Context: an optimization exercise on an open-source flow, tuned for small area. The choices shown serve that exercise and are no tape-out recipe.
Where RTL was checked, it was by simulation tests only, not by an equivalence proof against the original.
Power is estimated from default activity; no workload was simulated.

==> module uart_caesar_decoder, before the edit <==
module uart_caesar_decoder (
    input  wire       clk,         
    input  wire       rst_n,       
    input  wire       uart_rx,     
    output wire       uart_tx,     
    output wire [3:0] leds         
);
    parameter CLK_FREQ  = 50000000;  
    parameter BAUD_RATE = 1000000;
    wire [7:0] rx_data;
    wire       rx_done;
    wire       tx_idle;
    reg  [7:0] tx_data;
    wire       issue;
    uart_rx #(.CLK_FREQ(CLK_FREQ), .BAUD_RATE(BAUD_RATE)) uart_receiver (
        .clk(clk), .rst_n(rst_n), .rx(uart_rx), .data(rx_data), .done(rx_done));
    uart_tx #(.CLK_FREQ(CLK_FREQ), .BAUD_RATE(BAUD_RATE)) uart_transmitter (
        .clk(clk), .rst_n(rst_n), .tx(uart_tx), .data(tx_data), .start(issue), .idle(tx_idle));
    localparam S_WAIT_SHIFT = 0;
    localparam S_WAIT_MSG   = 1;
    localparam S_DECODE     = 2;
    localparam S_SEND       = 3;
    reg  [1:0] state;
    reg        avail;         
    reg  [7:0] shift;
    reg  [6:0] msg_len;
    reg  [6:0] index;
    reg        overflow_flag;
    reg        active;        
    reg [21:0] blink;
    wire [5:0] phase = blink[5:0];
    wire [5:0] phase_next = {phase[4:0], phase[5] ^ phase[4] ^ (phase[4:0] == 5'd0)};
    always @(posedge clk or negedge rst_n)
        if (!rst_n) blink <= {16'hffff, 6'b100000};
        else        blink <= {blink[21:6] + (phase == 6'b100000), phase_next};
    assign leds = active ? (4'b0001 << blink[21:20]) : 4'b0000;
    reg  [511:0] ring;
    wire         slot = (phase == index[5:0]);
    wire [6:0]   index_next = {index[6] | (index[5:0] == 6'b100000),
                               index[4:0], index[5] ^ index[4] ^ (index[4:0] == 5'd0)};
    wire [4:0] low   = rx_data[4:0];
    wire       alpha = (rx_data[7:6] == 2'b01) && (low != 0) && (low <= 26);
    wire [7:0] dec   = alpha ? (rx_data - shift + ((low <= shift) ? 8'd26 : 8'd0)) : rx_data;
    wire is_digit = (rx_data >= "0" && rx_data <= "9");
    wire newline  = (rx_data == 8'h0A);
    wire write = (state == S_WAIT_MSG) && avail && !newline && !index[6] && slot;
    wire take  = ((state == S_WAIT_SHIFT) && avail) ||
                 ((state == S_WAIT_MSG) && avail && (newline || index[6] || slot));
    assign issue = (state == S_SEND) && tx_idle;
    always @(posedge clk)
        ring <= {ring[503:0], write ? dec : ring[511:504]};
    always @(posedge clk or negedge rst_n) begin
        if (!rst_n) begin
            state  <= S_WAIT_SHIFT;
            avail  <= 0;
            active <= 0;
        end else begin
            active <= (state != S_WAIT_SHIFT);
            if (take) avail <= 0;
            else if (rx_done) avail <= 1;
            case (state)
                S_WAIT_SHIFT: if (avail) state <= S_WAIT_MSG;
                S_WAIT_MSG:   if (avail && newline) state <= S_DECODE;
                S_DECODE:     if (overflow_flag || index == msg_len) state <= S_SEND;
                S_SEND:       if (tx_idle && (overflow_flag ? index != 0 : index == msg_len))
                                  state <= S_WAIT_SHIFT;
            endcase
        end
    end
    always @(posedge clk) begin
        if (rx_done && (state == S_DECODE || state == S_SEND || (state == S_WAIT_SHIFT && !avail)))
            shift <= is_digit ? {4'd0, rx_data[3:0]} : rx_data;
        case (state)
            S_WAIT_SHIFT: begin
                index <= 0;
                overflow_flag <= 0;
            end
            S_WAIT_MSG: begin
                if (avail) begin
                    if (newline) begin
                        msg_len <= index;
                        index <= 0;
                    end
                    else if (index[6]) overflow_flag <= 1;
                    else if (slot) index <= index_next;
                end
            end
            S_DECODE: begin
                if (overflow_flag || index == msg_len) index <= 0;
                else index <= index_next;
            end
            S_SEND: begin
                if (tx_idle) begin
                    if (overflow_flag) index <= 1;
                    else if (index != msg_len) index <= index_next;
                end
            end
        endcase
        if (issue) begin
            if (overflow_flag) tx_data <= (index == 0) ? "!" : 8'h0A;
            else if (index == msg_len) tx_data <= 8'h0A;
        end else if (state == S_SEND && !overflow_flag && index != 0 && slot)
            tx_data <= ring[7:0];
    end
endmodule
Settings: LEC_CHECK=0, CAP_MARGIN=0, CORE_MARGIN=2, CORE_UTILIZATION=50, PLACE_DENSITY=0.75, SLEW_MARGIN=0; clock period 20.0 ns.
standard.sh (not shown) runs the stock make flow with config.mk's settings and CLKGATE_MAP_FILE= SYNTH_SCRIPT=/design/flow/synth_recipe.tcl, a recipe that flattens the netlist after the stock synthesis.
==> flow/flow/run.sh <==
#!/bin/bash
# Own layout flow: the standard synthesis, then the combinational logic is
# re-mapped with a stronger ABC script (every register instance is kept as
# it is), then the standard layout with custom clock-tree options.
set -euo pipefail
W=$(pwd)
F=$W/flow
R=$W/orfs/results/$FLOW_PLATFORM/uart_caesar_decoder/base
PLAT=$FLOW_HOME/platforms/$FLOW_PLATFORM
LIB=$PLAT/lib/sky130_fd_sc_hd__tt_025C_1v80.lib

# 1. standard synthesis
bash standard.sh synth > $W/log_1_synth.log 2>&1

# 2. re-map the combinational logic; flip-flops stay as they are
cp $R/1_2_yosys.v $W/std_1_2_yosys.v
DU=$(sed -n '/DONT_USE_CELLS/,/^$/p' $PLAT/config.mk | grep -o 'sky130_fd_sc_hd__[a-z0-9_]*' | sed 's/^/-dont_use /' | tr '\n' ' ')
yosys -l $W/log_2_resyn.log -p "
read_liberty -ignore_miss_func $LIB
blackbox sky130_fd_sc_hd__df* sky130_fd_sc_hd__edf* sky130_fd_sc_hd__sdf* sky130_fd_sc_hd__dl*
read_verilog $W/std_1_2_yosys.v
hierarchy -top $FLOW_TOP
flatten
opt -purge
abc -liberty $LIB $DU -script $F/resyn.abc
opt_clean -purge
hilomap -singleton -hicell sky130_fd_sc_hd__conb_1 HI -locell sky130_fd_sc_hd__conb_1 LO
opt_clean -purge
tee -o $W/resyn_stat.txt stat -liberty $LIB
write_verilog -noattr -nohex -nodec $W/resyn_1_2_yosys.v
" > /dev/null
cp $W/resyn_1_2_yosys.v $R/1_2_yosys.v
rm -f $R/1_synth.odb $R/1_synth.sdc

# 3. layout
export CTS_ARGS="-sink_clustering_enable -repair_clock_nets -sink_clustering_size 30 -sink_clustering_max_diameter 100 -dont_use_dummy_load"
if [[ -f $F/cts_args ]]; then export CTS_ARGS="$(cat $F/cts_args)"; fi
if [[ -f $F/extra_env ]]; then set -a; source $F/extra_env; set +a; fi
bash standard.sh finish > $W/log_3_layout.log 2>&1
==> flow/flow/cts_args <==
-sink_clustering_enable -repair_clock_nets -dont_use_dummy_load -sink_clustering_size 12 -sink_clustering_max_diameter 40 -buf_list sky130_fd_sc_hd__clkbuf_4
==> flow/flow/extra_env <==
BUFFER_PORTS_ARGS="-buffer_cell sky130_fd_sc_hd__buf_1"
==> flow/flow/resyn.abc <==
strash
dc2
dch -f
amap -m
topo
Then changed:
--- a/flow/design.v
+++ b/flow/design.v
@@ -107,9 +107,9 @@
     wire [5:0] phase = blink[5:0];
     wire [5:0] phase_next = {phase[4:0], phase[5] ^ phase[4] ^ (phase[4:0] == 5'd0)};
     always @(posedge clk or negedge rst_n)
-        if (!rst_n) blink <= {16'hffff, 6'b100000};
-        else        blink <= {blink[21:6] + (phase == 6'b100000), phase_next};
-    assign leds = active ? (4'b0001 << blink[21:20]) : 4'b0000;
+        if (!rst_n) blink <= 22'd0;
+        else        blink <= {blink[21:6] - (phase == 6'd0), phase_next};
+    assign leds = active ? (4'b0001 << ~blink[21:20]) : 4'b0000;
     reg  [511:0] ring;
     wire         slot = (phase == index[5:0]);
     wire [6:0]   index_next = {index[6] | (index[5:0] == 6'b100000),
- The changed run produced a clean layout
- die area hardly moves
- area after synthesis barely changes
- total power is higher by 0.71%
- fmax is higher by 1.5%
- clock power is higher by about 1%
- routed wire length is higher by 2.5%
- clock-buffer cell count is higher by 2
- combinational power is higher by 9.3%
- first-iteration DRC count is lower by 0.52%
- worst hold slack loses 0.087 ns
- sequential power stays flat
The RTL of the first run of this note was laid out without a check of its function.

-- static timing again, ports no longer ideal --
How much do the figures lean on ideal ports? The routed layouts below were timed once more, with nothing changed but the port constraints. Step 1: set_driving_cell puts a clkbuf_16 on clk and a buf_2 on each other input, an assumption about the parent block. Step 2 adds t to the input delays and takes it off the output delays; t is the mean of the earliest and latest rising clock arrival at the registers after step 1. Input paths then give back, and output paths get back, about the clock's delay inside the block. Three values: no drivers, after step 1, after step 2; two values: the first two.
run | t (ns) | setup slack, ns | cell pins on the clock port's net
the first run | 0.708 | 13.653 / 13.611 / 14.319 | 1
the second run | 0.689 | 13.744 / 13.699 / 14.388 | 1
After both steps setup and hold are still met in every run listed.
